Background: an optimization exercise with open tools, aiming at small area. Do not read the settings as production practice. Function not checked in this run: the RTL went through the layout flow alone.

`flow/design.v`:
```
module counter(out,clk,clr);
input clk,clr;
output reg[3:0] out;
always @(posedge clk) begin
    if(clr)out<=4'b0000;
    else out<=out+1;
end
endmodule
module Processing_Element(A,B,Aout,Bout,clk,clr,read,write);
parameter N=16;
input[N-1:0] A,B;
output reg[N-1:0] Aout,Bout;
reg[N-1:0] Acc;
input clk,clr,read,write;
always @(posedge clk)begin
    if(clr & ~read & ~write)begin
        Acc<=0;
        Aout<=0;
        Bout<=0;
    end
    else if(~clr & read & ~write)begin
      Bout<=Acc;
    end
    else if(~clr & ~read & write )begin
      Bout<=B;
    end
    else begin
        Acc<=Acc+A*B;
        Aout<=A;
        Bout<=B;
    end
end
endmodule
module PE_layer(A0,B0,B1,B2,B3,B4,A0_out,B0_out,B1_out,B2_out,B3_out,B4_out,clk,clr,read,write);
parameter N=16;
parameter M=5;
input[N-1:0] A0,B0,B1,B2,B3,B4;
output[N-1:0] A0_out,B0_out,B1_out,B2_out,B3_out,B4_out;
input clk;
input[M-1:0] clr,read,write;
wire[N-1:0] A0_temp0,A0_temp1,A0_temp2,A0_temp3;
Processing_Element PE0(A0,B0,A0_temp0,B0_out,clk,clr[0],read[0],write[0]);
Processing_Element PE1(A0_temp0,B1,A0_temp1,B1_out,clk,clr[1],read[1],write[1]);
Processing_Element PE2(A0_temp1,B2,A0_temp2,B2_out,clk,clr[2],read[2],write[2]);
Processing_Element PE3(A0_temp2,B3,A0_temp3,B3_out,clk,clr[3],read[3],write[3]);
Processing_Element PE4(A0_temp3,B4,A0_out,B4_out,clk,clr[4],read[4],write[4]);
endmodule
module Systolic_Array(A0,A1,A2,A3,A4,B0,B1,B2,B3,B4,A0_out,A1_out,A2_out,A3_out,A4_out,B0_out,B1_out,B2_out,B3_out,B4_out,clk,clr,clr_C,read,write);
parameter N=16;
parameter M=25;
input[N-1:0] A0,A1,A2,A3,A4,B0,B1,B2,B3,B4;
output[N-1:0] A0_out,A1_out,A2_out,A3_out,A4_out,B0_out,B1_out,B2_out,B3_out,B4_out;
input clk,clr_C;
input[M-1:0] clr,read,write;
wire[3:0] cout;
wire[N-1:0] B0_temp0,B1_temp0,B2_temp0,B3_temp0,B4_temp0;
wire[N-1:0] B0_temp1,B1_temp1,B2_temp1,B3_temp1,B4_temp1;
wire[N-1:0] B0_temp2,B1_temp2,B2_temp2,B3_temp2,B4_temp2;
wire[N-1:0] B0_temp3,B1_temp3,B2_temp3,B3_temp3,B4_temp3;
counter C0(cout,clk,clr_C);
PE_layer PE_layer0(A0,B0,B1,B2,B3,B4,A0_out,B0_temp0,B1_temp0,B2_temp0,B3_temp0,B4_temp0,clk,clr[4:0],read[4:0],write[4:0]);
PE_layer PE_layer1(A1,B0_temp0,B1_temp0,B2_temp0,B3_temp0,B4_temp0,A1_out,B0_temp1,B1_temp1,B2_temp1,B3_temp1,B4_temp1,clk,clr[9:5],read[9:5],write[9:5]);
PE_layer PE_layer2(A2,B0_temp1,B1_temp1,B2_temp1,B3_temp1,B4_temp1,A2_out,B0_temp2,B1_temp2,B2_temp2,B3_temp2,B4_temp2,clk,clr[14:10],read[14:10],write[14:10]);
PE_layer PE_layer3(A3,B0_temp2,B1_temp2,B2_temp2,B3_temp2,B4_temp2,A3_out,B0_temp3,B1_temp3,B2_temp3,B3_temp3,B4_temp3,clk,clr[19:15],read[19:15],write[19:15]);
PE_layer PE_layer4(A4,B0_temp3,B1_temp3,B2_temp3,B3_temp3,B4_temp3,A4_out,B0_out,B1_out,B2_out,B3_out,B4_out,clk,clr[24:20],read[24:20],write[24:20]);
endmodule
module Controller(init,C,read,write,clr,clr_C,clk);
input init,clk;
input[3:0] C;
output reg[24:0] read,write,clr;
output reg clr_C;
reg[1:0] state;
parameter Sinit=2'b00,S1=2'b01,S2=2'b10,S3=2'b11;
always @(posedge clk) begin
    case (state)
        Sinit:state<=init?S1:Sinit;
        S1:state<=(C==4'b1101)?S2:S1;
        S2:state<=S3;
        S3:state<=(C==4'b0110)?Sinit:S3;
    endcase
end
always @(state) begin
    case(state)
    Sinit:begin read<=25'b0;write<=25'b0;clr={25{1'b1}};clr_C=1'b1; end
    S1:begin read<=25'b0;write<=25'b0;clr=25'b0;clr_C=1'b0; end
    S2:begin read<={25{1'b1}};write<=25'b0;clr=25'b0;clr_C=1'b1; end
    S3:begin read<=25'b0;write<={25{1'b1}};clr=25'b0;clr_C=1'b0; end
    endcase
end
endmodule
module Systolic_Array_Controller(init,read,write,clr,clr_C,clk);
input init,clk;
output[24:0] read,write,clr;
output clr_C;
wire[3:0] C;
Controller C1(init,C,read,write,clr,clr_C,clk);
counter co(C,clk,clr_C);
endmodule
module Systolic_Array_with_Controller(init,clk,A0,A1,A2,A3,A4,B0,B1,B2,B3,B4,A0_out,A1_out,A2_out,A3_out,A4_out,B0_out,B1_out,B2_out,B3_out,B4_out);
parameter N=16;
parameter M=25;
input[N-1:0] A0,A1,A2,A3,A4,B0,B1,B2,B3,B4;
output[N-1:0] A0_out,A1_out,A2_out,A3_out,A4_out,B0_out,B1_out,B2_out,B3_out,B4_out;
input init,clk;
wire[24:0] read,write,clr;
wire clr_C;
Systolic_Array_Controller SAC(init,read,write,clr,clr_C,clk);
Systolic_Array SA(A0,A1,A2,A3,A4,B0,B1,B2,B3,B4,A0_out,A1_out,A2_out,A3_out,A4_out,B0_out,B1_out,B2_out,B3_out,B4_out,clk,clr,clr_C,read,write);
endmodule
```
`flow/run.sh`:
```
#!/bin/bash
# synth_recipe.tcl (not shown) runs the flow's synth.tcl, then flattens the netlist and writes it again
# the make line also repeats each setting of config.mk as NAME=value (left out here)
make -C /OpenROAD-flow-scripts/flow DESIGN_CONFIG=/design/flow/config.mk WORK_HOME=/design/flow/orfs CLKGATE_MAP_FILE= SYNTH_SCRIPT=/design/flow/synth_recipe.tcl finish
```
`flow/config.mk`:
```
export PLATFORM = sky130hd
export DESIGN_NAME = Systolic_Array_with_Controller
export DESIGN_NICKNAME = Systolic_Array_with_Controller
export VERILOG_FILES = /design/flow/design.v
export SDC_FILE = /design/flow/constraint.sdc
export NUM_CORES = 4
export LEC_CHECK = 0
export CAP_MARGIN = 20
export CORE_MARGIN = 2
export CORE_UTILIZATION = 40
export SLEW_MARGIN = 20
```
`flow/constraint.sdc`:
```
create_clock -name core_clock -period 10.0 [get_ports {clk}]
set_input_delay 2.0000 -clock core_clock [delete_from_list [all_inputs] [get_ports {clk}]]
set_output_delay 2.0000 -clock core_clock [all_outputs]
set_load 0.01 [all_outputs]
```
==> implementation parameters <==
Parameter                              Value

Logic synthesis
  Post-synthesis async set-or-reset flop share ... 0%
  Fraction of the yosys area taken by sequential cells ... 16.3%
  Count of unique library cells instantiated by Yosys ... 48
  Synthesized flop and latch total ... 1,206
  Nets in the synthesized netlist ... 21,748
  Most common flop cell mapped by yosys ... dfxtp_1
  Post-synthesis area per instance ... slightly above 8 um2
  Fraction of post-synthesis cell area in the top cell type by area ... between 30% and 40%
  Post-synth EDFFs ... 0
  Synth Cell Area ... 148,000 um2
  Main area contributors after synthesis ... fa_1 32%, dfxtp_1 16%, ha_1 11%, nand2_1 10%, inv_1 10%
  Cells after Synth ... ~18,000
  Post-synth top area cell ... fa_1
  Syn. warnings ... 3

Worst setup path
  Cells on worst reg2reg path ... 17
  Cell with the most instances on the worst path ... fa_1
  Register-to-register setup slack ... approximately 4100 ps
  Delay of the slowest critical-path stage ... 740 ps
  Count of buffer and inverter cells on the critical path ... 5
  Worst-path fanout max ... 16
  CP required ... about 11,000 ps
  Setup crit end kind ... flip-flop
  Startpoint of the worst-slack reg-to-reg timing path ... SA.PE_layer2.PE2.Bout[1]$_SDFF_PP0_
  Worst-path cell chain ... clkdlybuf4s50_1 -> and2_1 -> fa_1 -> inv_1 -> fa_1 -> fa_1 -> fa_1 -> inv_1 -> fa_1 -> inv_1 -> fa_1 -> inv_1 -> ha_1 -> a21oi_1 -> o21ai_0 -> a211oi_1 -> xor2_1 -> o21ai_1
  WP data arrival ... between 7000 and 8000 ps
  Startpoint-to-endpoint class of the critical path ... primary input to flip-flop
  Cell family with the largest share of critical-path delay ... adder cells
  Highest-delay cell along the critical path ... clkdlybuf4s50_1
  Kind of start point of the critical path ... primary input
  Capturing point of the worst reg2reg path ... SA.PE_layer3.PE2.Acc[15]$_SDFFE_PP0P_

Timing
  Relative slew slack ... around a third
  Final hold slack ... between 400 and 500 ps
  Final worst path period need ... roughly 7000 ps
  Setup-failing EPs final ... 0
  Crit path setup slack, layout ... between 3000 and 4000 ps
  RSZ-0062 raised after global routing ... false
  Final Skew ... roughly 87 ps
  Endpoints failing hold ... 0
  Tightest Pin Transition ... a little over 1000 ps
  Peak Freq ... 0.143 GHz
  Final TNS setup ... 0 ps
  Max Transition Viols Final ... 0
  Share of the clock period used by the worst path after layout ... 69.9%

Drt
  Number of DRC markers in iteration 0 ... roughly 5,700
  Detailed-route wire length per cell ... 17.4 um
  Final antenna-violating net count ... 0
  Count of unresolved DRC violations after routing ... 0
  Number of vias in the routed layout ... 109,796
  Total wirelength of the detailed-routed design ... a little under 400,000 um
  Mean number of vias per cell ... around 4.8
  First-pass DRT Iterations ... 6

CTS
  TritonCTS clock tree ... yes
  Cts-stage hold buffer count ... 0
  Master cell of the clock root buffer ... clkbuf_16
  Longest Clk Path Bufs ... 4
  Clock-pin slew on the worst setup and hold paths ... about 60 ps
  Quantity of gates resized following cts ... 0
  Cts bufs inserted ... 160
  Number of buffers inserted by post-CTS setup repair ... 0
  Sink count of the clock tree ... about 1,200
  Clock latency on the worst-skew pair ... 920 ps
  H-tree level count ... 4

Cells and area
  Footprint of the multi-input gates ... 106,000 um2
  Fillers ... approximately 37,000
  Filler-free cell count of the finished design ... approximately 23,000
  Fin util ... approximately 44%
  Area growth from synthesis to layout ... 8.37%
  Post-route standard cell area excluding fillers ... 161,000 um2
  Net count of the finished layout ... about 21,000
  Area of all sequential standard cells ... 24,200 um2
  Layout cells sized above 1 ... about 1.9%

Place
  IO buf count ... 321
  Placed cell area ... around 160,000 um2
  Sum of net half-perimeters after detailed placement ... around 300,000 um
  Setup WS pre-CTS ... 2170 ps
  Gpl congestion ... roughly 0.86
  Number of placed instances with taps included ... 22,434

Floorplanning
  Number of rows in the core area ... 223
  Area enclosed by the die boundary ... between 300,000 and 400,000 um2
  Effective utilization at floorplan ... 40.2%
  Area of the placeable core ... 369,000 um2
  I/O pin count ... about 320
  Vertical die dimension ... 613 um
  Die width ... between 600 and 700 um

GRT
  Number of antenna violations at the first check in global routing ... 10
  Wire length of the first global-routing pass ... roughly 640,000 um
  Via count of the first global-routing pass ... ~120k
  Pin count of the biggest net entering global routing ... ~200
  Global-route congestion overflow total ... 0
  Total Routing Usage GR ... approximately a fifth

Worst hold path
  Worst min-delay path class ... flip-flop to flip-flop
  Hold Path Depth ... 2
  Hold path endpoint ... SA.PE_layer0.PE3.Bout[6]$_SDFF_PP0_
  Hold path start ... SA.PE_layer0.PE3.Acc[6]$_SDFFE_PP0P_

Flow run
  # Max-Cap Violations ... 0

Run status
  Run status ... timing/DRC/antenna clean
==> how the worst max path moves through the flow <==
stage | start | to | depth (start not counted)
floorplan | B1[4] | SA.PE_layer0.PE1.Acc[15]$_SDFFE_PP0P_ | 20
global placement | B4[1] | SA.PE_layer0.PE4.Acc[14]$_SDFFE_PP0P_ | 18
detailed placement | B1[1] | SA.PE_layer0.PE1.Acc[15]$_SDFFE_PP0P_ | 20
CTS | B1[1] | SA.PE_layer0.PE1.Acc[15]$_SDFFE_PP0P_ | 20
global route | B4[1] | SA.PE_layer0.PE4.Acc[14]$_SDFFE_PP0P_ | 18
finish | B4[1] | SA.PE_layer0.PE4.Acc[14]$_SDFFE_PP0P_ | 18
==> Yosys cell counts, drive strengths merged (46+ instances only) <==
library cell,n
nand2,4047
inv,3940
fa,2350
and2,1319
ha,1303
dfxtp,1206
o21ai,1138
clkbuf,796
xnor2,746
xor2,238
nor2,116
o21a,81
a21oi,76
a21o,74
o31ai,63
nor3,56
a21boi,46
==> worst register-to-register path: stages (launching register included) <==
cell      delay [ps]
dfxtp_1          540
and2_1           310
fa_1             570
inv_1             80
fa_1             580
fa_1             450
fa_1             540
inv_1             50
fa_1             480
inv_1             50
fa_1             470
inv_1             40
ha_1             330
a21oi_1          150
a41o_1           240
a311oi_1         630
xnor2_1          190
o21ai_1           70
==> cell usage in the layout, fill, tap and decap left out, types with 74 or more instances in the layout <==
master | netlist | final
nor2_1 | 116 | 116
clkdlybuf4s50_1 | 0 | 321
a21o_1 | 74 | 74
nand2_1 | 4047 | 4047
and2_1 | 1319 | 1319
o21ai_0 | 989 | 989
inv_1 | 3940 | 3940
xnor2_1 | 746 | 746
o21a_1 | 81 | 81
xor2_1 | 238 | 238
a21oi_1 | 76 | 76
clkbuf_16 | 0 | 162
ha_1 | 1303 | 1303
fa_1 | 2350 | 2350
o21ai_1 | 149 | 149
dfxtp_1 | 1206 | 1204
==> final cells by class <==
class / instances / share of cell area [%]
repair buffers: 379 / 2.31
multi-input cells: 11959 / 66.1
flip-flops and latches: 1206 / 15.0
diodes: 8 / 0.0124
clock inverters: 84 / 0.707
inverters: 3940 / 9.19
well taps: 4950 / 3.85
clock buffers: 202 / 2.77
==> kinds of logic after synthesis <==
| logic type | after synthesis | synth area share [%] |
|---|---|---|
| buffers and inverters | 4768 | 12.1 |
| muxes | 2 | 0.0135 |
| adders and majority gates | 3653 | 42.7 |
| DFF | 1206 | 16.3 |
| and+or+nand+nor | 5681 | 16.9 |
| xor gates and xnor gates | 984 | 5.80 |
| AOI/OAI and AO/OA | 1639 | 6.34 |
==> metal layers <==
| metal | share of wire [%] | track usage, % | up-vias | wire length (um) |
|---|---|---|---|---|
| met5 | 0.016 | 0 | - | 65 |
| met4 | 2.7 | 5.61 | 10 | 10500 |
| met3 | 4.6 | 2.46 | 579 | 18000 |
| met2 | 47 | 36.0 | 2377 | 187000 |
| met1 | 45 | 29.1 | 54625 | 180000 |
| li1 | - | - | 52205 | - |

[static timing again, ports no longer ideal]
Ports are ideal in the flow. The routed layout listed here was re-timed in OpenROAD. Step 1, drivers: a clkbuf_16 drives clk and a buf_2 each remaining input, both assumed. Step 2 also shifts input and output timing later by t, the mid clock arrival at the registers, as if the neighbouring blocks saw the same clock. a / b / c = ideal / step 1 / step 2; a / b = the first two.
t, ns: 0.981
setup slack, ns: 3.014 / 3.064 / 2.083
worst setup path after step 2: input to register
worst data-port slew with drivers (ns): 0.15
After both steps this run still meets setup and hold. The setup slack of this run moves by +0.050 ns with the drivers and by -0.931 ns with both steps.
